Context: an optimization exercise on an open-source flow, tuned for small area, a short achievable clock period and few clock cycles per item. The choices shown serve that exercise and are no tape-out recipe.
At most, simulation tests tie the RTL to the original design; equivalence was not proved.

// geofence
module geofence (clk, reset, X, Y, valid, is_inside);
input clk;
input reset;
input [9:0] X;
input [9:0] Y;
output valid;
output is_inside;
reg  [3:0] cnt;       
reg  [9:0] px, py;
reg  [9:0] dmx, dmy, rmx, rmy, lmx, lmy;    
reg        dsx, dsy, rsx, rsy, lsx, lsy;    
reg        in_flag;
wire [10:0] ex = {1'b0, X} - {1'b0, px};
wire [10:0] ey = {1'b0, Y} - {1'b0, py};
wire [9:0]  fx = px - X;
wire [9:0]  fy = py - Y;
wire        nx = ex[10], ny = ey[10];
wire        zx = (X == px), zy = (Y == py);
always @(posedge clk) begin
    dmx <= nx ? fx : ex[9:0];
    dmy <= ny ? fy : ey[9:0];
    dsx <= nx | (zx & ny);
    dsy <= ny | (zy & ~nx);
end
wire tie = ~dsy;
wire pa, ql;
cross_pos u_a (.usx(rsx), .umx(rmx), .usy(rsy), .umy(rmy),
               .wsx(dsx), .wmx(dmx), .wsy(dsy), .wmy(dmy), .tie(tie), .pos(pa));
cross_pos u_b (.usx(lsx), .umx(lmx), .usy(lsy), .umy(lmy),
               .wsx(dsx), .wmx(dmx), .wsy(dsy), .wmy(dmy), .tie(tie), .pos(ql));
wire pb = ~ql;        
always @(posedge clk or posedge reset) begin
    if (reset)            cnt <= 4'd0;
    else if (cnt[3])      cnt <= 4'd0;
    else                  cnt <= cnt + 4'd1;
  ...
Size in the first run: ~91 flip-flops, ~24 I/O pins.
Settings: LEC_CHECK=0, ABC_CLOCK_PERIOD_IN_PS=4000, CAP_MARGIN=20, CORE_MARGIN=2, CORE_UTILIZATION=40, GPL_ROUTABILITY_DRIVEN=0, SLEW_MARGIN=20, SYNTH_HIERARCHICAL=1; clock period 12.0 ns.
standard.sh (not shown) runs the stock make flow with config.mk's settings and CLKGATE_MAP_FILE= SYNTH_SCRIPT=/design/flow/synth_recipe.tcl, a recipe that flattens the netlist after the stock synthesis.
==> flow/flow/run.sh <==
#!/bin/bash
set -euo pipefail
bash standard.sh SETUP_SLACK_MARGIN=6 finish > standard.log 2>&1
Testbench counts at the start, summed over its fixed seeds: cycles 10,800, objects 1,200.
Then changed:
ABC_AREA = 1   (was not set)
ABC_CLOCK_PERIOD_IN_PS = not set   (was 4000)
GPL_ROUTABILITY_DRIVEN = not set   (was 0)
What happened: Hold slack improved by 0.011 ns. Routed wire length came out higher by roughly a tenth. Worst setup slack gets better by 0.19 ns. Via count came out higher by about a fifth. Register-to-register slack improved by 0.19 ns. Critical path depth rises by 6. Cell area grows by a few percent. Die area increases by a little under a tenth. Non-clock buffer count shrinks by 5. Clock-buffer cell count falls by 1.


geofence, a different RTL version from the one above (not shown whole).
For scale: about 91 flip-flops, about 24 I/O pins, ~14000 um^2 of cells after synthesis.
export LEC_CHECK = 0
export ABC_CLOCK_PERIOD_IN_PS = 4000
export CAP_MARGIN = 20
export CORE_MARGIN = 2
export CORE_UTILIZATION = 40
export SLEW_MARGIN = 20
export SYNTH_HIERARCHICAL = 1
create_clock -name core_clock -period 12.0 [get_ports {clk}]
==> flow/flow/run.sh <==
#!/bin/bash
set -euo pipefail
bash standard.sh SETUP_SLACK_MARGIN=6.5 finish > standard.log 2>&1
Then changed:
==> flow/flow/run.sh (replaced) <==
#!/bin/bash
set -euo pipefail
bash standard.sh SETUP_SLACK_MARGIN=6.25 finish > standard.log 2>&1
=> The new run finished with timing, DRC and antenna clean; core utilization falls by 1.8 points; register-to-register slack loses 130 ps.
Then changed:
==> flow/flow/run.sh (replaced) <==
#!/bin/bash
set -euo pipefail
bash standard.sh SETUP_SLACK_MARGIN=6 finish > standard.log 2>&1
Outcome: Synthesized area does not change; cell area came out lower by 1.6%; worst setup slack is worse by 150 ps.
No functional check of the RTL was part of any run of this note.


## south
Another version of the RTL of geofence (not shown whole).
Size in the first run: roughly 1400 cells after synthesis, roughly 90 flip-flops, ~0.015 mm^2 of cells after synthesis.
Settings: LEC_CHECK=0, ABC_CLOCK_PERIOD_IN_PS=6000, CAP_MARGIN=20, CORE_MARGIN=2, CORE_UTILIZATION=40, SETUP_SLACK_MARGIN=3, SLEW_MARGIN=20, SYNTH_HIERARCHICAL=1; clock period 12.0 ns.
run.sh (not shown) runs the stock make flow with config.mk's settings and CLKGATE_MAP_FILE= SYNTH_SCRIPT=/design/flow/synth_recipe.tcl, a recipe that flattens the netlist after the stock synthesis.
Stock flow here: none of the scripts above is used.
[inputs] middle vs south
Settings: changing SETUP_SLACK_MARGIN from 3 to 5; changing ABC_CLOCK_PERIOD_IN_PS from 6000 to 4000.
middle: all stages complete, timing, DRC and antenna checks passed
south → middle: worst setup slack went up; fraction of cell area in non-clock buffers rose 4.7 points; first-pass GRT wire length has increased; final worst hold slack saw little to no change; met1 usage in global routing now larger.
Cmp middle vs south: number of setup buffers added after CTS higher in middle
Changes observed in middle relative to south: maximum number of pins on one net before global-route repair shows no meaningful change; diode insertion count for antenna repair picked up an extra 1.
In the metrics for middle and south, the one carrying the lower routed via count is south.
No functional check of the RTL was part of any run of this note.


geofence, a different RTL version from the one above (not shown whole).
Size: ~24 I/O pins, about 15000 µm² of cells after synthesis.
clock: 12.0 ns
lec_check: 0
cap_margin: 20
core_margin: 2
core_utilization: 40
slew_margin: 20
synth_hierarchical: 1
Next try:
Settings changed: ABC_CLOCK_PERIOD_IN_PS from default to 4000, SETUP_SLACK_MARGIN from default to 4.
The new run produced a clean layout.
Non-clock buffer count went up by 51.
Core utilization rises by 1.6 points.
No run of this note included a check of the RTL's function; only the layout flow was run.


Another version of the RTL of geofence (not shown whole).
Size: ~1300 cells after synthesis, roughly 91 flip-flops, roughly 24 I/O pins.
Settings: LEC_CHECK=0, ABC_CLOCK_PERIOD_IN_PS=4000, CAP_MARGIN=20, CORE_MARGIN=2, CORE_UTILIZATION=40, SLEW_MARGIN=20, SYNTH_HIERARCHICAL=1; clock period 12.0 ns.
standard.sh (not shown) runs the stock make flow with config.mk's settings and CLKGATE_MAP_FILE= SYNTH_SCRIPT=/design/flow/synth_recipe.tcl, a recipe that flattens the netlist after the stock synthesis.
==> flow/flow/run.sh <==
#!/bin/bash
set -euo pipefail
bash standard.sh SETUP_SLACK_MARGIN=6.5 finish > standard.log 2>&1
Next try:
==> flow/flow/run.sh (replaced) <==
#!/bin/bash
set -euo pipefail
bash standard.sh SETUP_SLACK_MARGIN=6.25 finish > standard.log 2>&1
What happened:
- utilization came out lower by 2.0 points
- sequential cell count does not change
- area after synthesis stays the same
- routed wire length came out lower by 8.2%
- setup slack degrades by 230 ps
- count of clock-buffer cells in the layout is unchanged
- cell count came out lower by about 2.5%
- die area does not change
No functional check of the RTL was part of any run of this note.


geofence, a different RTL version from the one above (not shown whole).
Size: roughly 1,300 cells after synthesis, roughly 24 I/O pins.
==> flow/design.v (excerpt) <==
module geofence (clk, reset, X, Y, valid, is_inside);
input clk;
input reset;
input [9:0] X;
input [9:0] Y;
output valid;
output is_inside;
reg  [2:0] cnt;       
reg  [9:0] px, py;
reg  [9:0] dmx, dmy, rmx, rmy, lmx, lmy;    
reg        dsx, dsy, rsx, rsy, lsx, lsy;    
reg        in_flag;
wire [10:0] ex = {1'b0, X} - {1'b0, px};
wire [10:0] ey = {1'b0, Y} - {1'b0, py};
wire [9:0]  fx = px - X;
wire [9:0]  fy = py - Y;
wire        nx = ex[10], ny = ey[10];
wire        zx = (X == px), zy = (Y == py);
always @(posedge clk) begin
    dmx <= nx ? fx : ex[9:0];
    dmy <= ny ? fy : ey[9:0];
    dsx <= nx | (zx & ny);
    dsy <= ny | (zy & ~nx);
end
wire tie = ~dsy;
wire pa, ql;
cross_pos u_a (.usx(rsx), .umx(rmx), .usy(rsy), .umy(rmy),
               .wsx(dsx), .wmx(dmx), .wsy(dsy), .wmy(dmy), .tie(tie), .pos(pa));
cross_pos u_b (.usx(lsx), .umx(lmx), .usy(lsy), .umy(lmy),
               .wsx(dsx), .wmx(dmx), .wsy(dsy), .wmy(dmy), .tie(tie), .pos(ql));
wire pb = ~ql;        
always @(posedge clk or posedge reset) begin
    if (reset) cnt <= 3'd0;
    else       cnt <= cnt + 3'd1;
end
wire first = (cnt == 3'd2);
always @(posedge clk) begin
    if (cnt == 3'd0) begin
        px <= X;
        py <= Y;
    end
    if (first || (!pa && pb)) begin
        rmx <= dmx; rsx <= dsx; rmy <= dmy; rsy <= dsy;
    end
    if (first || (pa && !pb)) begin
        lmx <= dmx; lsx <= dsx; lmy <= dmy; lsy <= dsy;
    end
    if (first)              in_flag <= 1'b0;
    else if (!pa && !pb)    in_flag <= 1'b1;
end
assign valid = (cnt == 3'd7);
assign is_inside = in_flag | (!pa && !pb);
endmodule
clock: 12.0 ns
lec_check: 0
abc_clock_period_in_ps: 4000
cap_margin: 20
core_margin: 2
core_utilization: 65
setup_slack_margin: 5
slew_margin: 20
synth_hierarchical: 1
run.sh (not shown) runs the stock make flow with config.mk's settings and CLKGATE_MAP_FILE= SYNTH_SCRIPT=/design/flow/synth_recipe.tcl, a recipe that flattens the netlist after the stock synthesis.
Stock flow here: none of the scripts above is used.
The baseline completed without violations.
Testbench counts at the start, summed over its fixed seeds: cycles 9,600, objects 1,200.
Change:
--- a/flow/config.mk
+++ b/flow/config.mk
@@ -10,3 +10,3 @@
 export CORE_MARGIN = 2
-export CORE_UTILIZATION = 65
+export CORE_UTILIZATION = 40
 export SETUP_SLACK_MARGIN = 5
Design area is higher by about 0.9%.
Wire length hardly moves.
Global-route usage goes down by 13 points.


Setup of alpha:
Another version of the RTL of geofence (not shown whole).
For scale: about 1300 cells after synthesis, about 24 I/O pins, roughly 13000 um^2 of cells after synthesis.
Settings: LEC_CHECK=0, ABC_CLOCK_PERIOD_IN_PS=4000, CAP_MARGIN=20, CORE_MARGIN=2, CORE_UTILIZATION=40, SLEW_MARGIN=20, SYNTH_HIERARCHICAL=1; clock period 12.0 ns.
standard.sh (not shown) runs the stock make flow with config.mk's settings and CLKGATE_MAP_FILE= SYNTH_SCRIPT=/design/flow/synth_recipe.tcl, a recipe that flattens the netlist after the stock synthesis.
==> flow/flow/run.sh <==
#!/bin/bash
set -euo pipefail
bash standard.sh SETUP_SLACK_MARGIN=6.25 "BUFFER_PORTS_ARGS=-buffer_cell sky130_fd_sc_hd__buf_1" finish > standard.log 2>&1
Testbench counts of alpha, summed over its fixed seeds: cycles 10,800, objects 1,200.
[inputs] beta vs alpha
==> flow/flow/run.sh <==
#!/bin/bash
set -euo pipefail
bash standard.sh SETUP_SLACK_MARGIN=6.5 finish > standard.log 2>&1
Notes after the runs:
beta ends up with a utilization that is 3.7 points higher than in alpha. Via count: beta > alpha. Count of plain and timing-repair buffers: beta vs alpha up 110%. Between alpha and beta, the difference in global-route total usage across every layer is negligible. The run showing the greater number of gates on the worst path with buffers counted is beta.
Here is what was changed in the inputs of gamma compared with beta.
- CORE_UTILIZATION now 30, was 40
==> flow/flow/run.sh <==
#!/bin/bash
set -euo pipefail
bash standard.sh SETUP_SLACK_MARGIN=6.25 finish > standard.log 2>&1
[summary]
gamma finished every stage and its layout cleared the timing, DRC and antenna checks. gamma vs. beta: peak fanout along the critical path increased by 6 relative to the old numbers, die area now sits higher. Diff beta -> gamma: length of routed wiring on met1 down about 1.3%, source-to-sink clock delay at the later pin of the worst-skew pair held, hold slack stayed essentially flat, multi-input combinational cell count shows no meaningful change, proportion of synthesized area in mux cells shows no meaningful change. Re worst setup slack: gamma and beta aren't equal, and the lower value belongs to gamma. beta -> gamma: final instance area decreased by a few percent. The run with more routed wire is beta, not gamma. In gamma relative to beta, non-clock buffer total of the final layout had gone down by more than a quarter.
## Diff of input files: delta against gamma
- CORE_UTILIZATION now 40, was 30
Findings:
On final cycle utilization of the critical path: between gamma and delta, it ends up lower for delta.
Relative to gamma, via count has gone down in delta.
Density: delta denser than gamma
When delta is measured against gamma, its wire length on met1 turns out about 2.8% lower.
Inputs modified between delta and epsilon:
- CORE_UTILIZATION: 40 -> 55
- epsilon against delta; sequential cell area is down slightly.
- There was hardly any difference in top fanout value on the critical path between delta and epsilon.
- The fraction of the cycle the final worst path needs of epsilon is higher than that of delta.


geofence with an RTL version that a note above also has.
Size: ~1,300 cells after synthesis.
export LEC_CHECK = 0
export ABC_CLOCK_PERIOD_IN_PS = 4000
export CAP_MARGIN = 20
export CORE_MARGIN = 2
export CORE_UTILIZATION = 40
export SLEW_MARGIN = 20
export SYNTH_HIERARCHICAL = 1
create_clock -name core_clock -period 12.0 [get_ports {clk}]
==> flow/flow/run.sh <==
#!/bin/bash
set -euo pipefail
bash standard.sh SETUP_SLACK_MARGIN=6.5 finish > standard.log 2>&1
The baseline completed without violations.
Testbench counts at the start, summed over its fixed seeds: cycles 10,800, objects 1,200.
Change:
==> flow/flow/run.sh (replaced) <==
#!/bin/bash
set -euo pipefail
bash standard.sh SETUP_SLACK_MARGIN=6 finish > standard.log 2>&1
PLACE_DENSITY = 0.75   (was default)
Effect: Die area stays the same. Worst setup slack gets worse by 0.29 ns. Cell area falls by 5.5%. Synthesized cell count is unchanged. Routed wire length went down by about 9%.
Change:
==> flow/flow/run.sh (replaced) <==
#!/bin/bash
set -euo pipefail
bash standard.sh SETUP_SLACK_MARGIN=6.25 finish > standard.log 2>&1
PLACE_DENSITY = default   (was 0.75)
Result:
- The changed run completed with no timing, DRC or antenna violations
- via count goes down by 1.1%
- clock-buffer cell count grows by 1
- core utilization climbs by 1.5 points
- setup slack is better by 0.15 ns
Change:
==> flow/flow/run.sh (replaced) <==
#!/bin/bash
set -euo pipefail
bash standard.sh SETUP_SLACK_MARGIN=6 finish > standard.log 2>&1
CORE_UTILIZATION = 60   (was 40)
After rerunning: Die area falls by 33%; non-clock buffer count decreases by 61; maximum frequency goes down by 2.7%; cell area fell by 4.9%; utilization grows by 20 points; global-route usage increases by 10 points; count of clock-buffer cells in the layout came out higher by 1; final cell count drops by 11%.
Change:
==> flow/flow/run.sh (replaced) <==
#!/bin/bash
set -euo pipefail
bash standard.sh SETUP_SLACK_MARGIN=7 finish > standard.log 2>&1
CORE_UTILIZATION = 40   (was 60)
What happened: The changed run completed without violations. Wire length goes up by 8.6%. Final cell count increases by 14%. Clock-buffer cell count shrinks by 2. Die area rose by 49%. Design area climbs by 7.6%. Utilization fell by 19 points. Hold slack loses 0.0059 ns.


Another version of the RTL of geofence (not shown whole).
For scale: about 68 flip-flops, ~24 I/O pins, roughly 16000 um^2 of cells after synthesis.
==> flow/config.mk <==
export PLATFORM = sky130hd
export DESIGN_NAME = geofence
export DESIGN_NICKNAME = geofence
export VERILOG_FILES = /design/flow/design.v
export SDC_FILE = /design/flow/constraint.sdc
export NUM_CORES = 4
export LEC_CHECK = 0
export ABC_CLOCK_PERIOD_IN_PS = 5000
export CAP_MARGIN = 20
export CORE_MARGIN = 2
export CORE_UTILIZATION = 40
export SETUP_SLACK_MARGIN = 3
export SLEW_MARGIN = 20
export SYNTH_HIERARCHICAL = 1
==> flow/constraint.sdc <==
create_clock -name core_clock -period 12.0 [get_ports {clk}]
set_input_delay 2.4000 -clock core_clock [delete_from_list [all_inputs] [get_ports {clk}]]
set_output_delay 2.4000 -clock core_clock [all_outputs]
set_load 0.01 [all_outputs]
run.sh (not shown) runs the stock make flow with config.mk's settings and CLKGATE_MAP_FILE= SYNTH_SCRIPT=/design/flow/synth_recipe.tcl, a recipe that flattens the netlist after the stock synthesis.
Stock flow here: none of the scripts above is used.
The first run went through all stages and came out clean.
Change:
--- a/flow/config.mk
+++ b/flow/config.mk
@@ -8 +7,0 @@
-export ABC_CLOCK_PERIOD_IN_PS = 5000
@@ -12 +10,0 @@
-export SETUP_SLACK_MARGIN = 3
The new run passed the timing, DRC and antenna checks.
Synthesized area stays the same.
Register-to-register slack got worse by 0.74 ns.
Sequential cell count stays the same.
Synthesized cell count stays the same.
Maximum frequency came out lower by 11%.
Global-route usage came out lower by 1.2 points.
Sequential share of layout area came out higher by 0.75 points.
No run of this note included a check of the RTL's function; only the layout flow was run.

[port drivers added, routing unchanged]
The flow's constraints put no driver on any port. The routed layouts listed below were extracted and timed again, unchanged, in two steps. Step 1, drivers: a clkbuf_16 drives clk and a buf_2 each remaining input, both assumed. Step 2 adds t to the input delays and takes it off the output delays; t is the mean of the earliest and latest rising clock arrival at the registers after step 1. Input paths then give back, and output paths get back, about the clock's delay inside the block. a / b / c = ideal / step 1 / step 2; a / b = the first two.
run	shift t [ns]	slack for setup (ns)	hold WS [ns]	worst setup path after step 2
the first run of note 1	0.387	6.234 / 6.234 / 6.234	0.457 / 0.457 / 0.457	register to register
the second run of note 1	0.382	6.427 / 6.427 / 6.427	0.468 / 0.468 / 0.468	register to register
the first run of note 2	0.382	6.603 / 6.603 / 6.603	0.468 / 0.468 / 0.468	register to register
the second run of note 2	0.384	6.472 / 6.472 / 6.472	0.458 / 0.458 / 0.458	register to register
the third run of note 2	0.386	6.322 / 6.322 / 6.322	0.461 / 0.461 / 0.461	register to register
south	0.387	3.301 / 3.261 / 3.648	0.470 / 0.470 / 0.470	register to output
middle	0.395	4.011 / 3.967 / 4.362	0.469 / 0.469 / 0.469	register to output
the first run of note 4	0.389	1.424 / 1.386 / 1.775	0.476 / 0.476 / 0.476	register to output
the second run of note 4	0.384	2.820 / 2.779 / 3.162	0.478 / 0.478 / 0.478	register to output
the first run of note 5	0.379	6.565 / 6.565 / 6.565	0.455 / 0.455 / 0.455	register to register
the second run of note 5	0.377	6.340 / 6.340 / 6.340	0.455 / 0.455 / 0.455	register to register
the first run of note 6	0.397	4.159 / 4.115 / 4.512	0.468 / 0.468 / 0.468	register to output
the second run of note 6	0.406	4.084 / 4.040 / 4.446	0.475 / 0.475 / 0.475	register to output
alpha	0.367	6.439 / 6.439 / 6.439	0.461 / 0.461 / 0.461	register to register
beta	0.369	6.605 / 6.605 / 6.605	0.460 / 0.460 / 0.460	register to register
gamma	0.379	6.380 / 6.380 / 6.380	0.462 / 0.462 / 0.462	register to register
delta	0.367	6.484 / 6.484 / 6.484	0.460 / 0.460 / 0.460	register to register
epsilon	0.376	6.341 / 6.341 / 6.341	0.459 / 0.459 / 0.459	register to register
the first run of note 8	0.382	6.545 / 6.545 / 6.545	0.463 / 0.463 / 0.463	register to register
the second run of note 8	0.384	6.252 / 6.252 / 6.252	0.464 / 0.464 / 0.464	register to register
the third run of note 8	0.387	6.402 / 6.402 / 6.402	0.457 / 0.457 / 0.457	register to register
the fourth run of note 8	0.388	6.247 / 6.247 / 6.247	0.470 / 0.470 / 0.470	register to register
the fifth run of note 8	0.373	6.491 / 6.491 / 6.491	0.464 / 0.464 / 0.464	register to register
the first run of note 9	0.385	2.110 / 2.114 / 1.730	0.457 / 0.457 / 0.457	input to register
the second run of note 9	0.370	0.854 / 0.870 / 0.500	0.477 / 0.477 / 0.477	input to register
After both steps setup and hold are still met in every run listed. The setup slack of the first run of note 9, which loses most, moves by +0.004 ns with the drivers and by -0.380 ns with both steps.
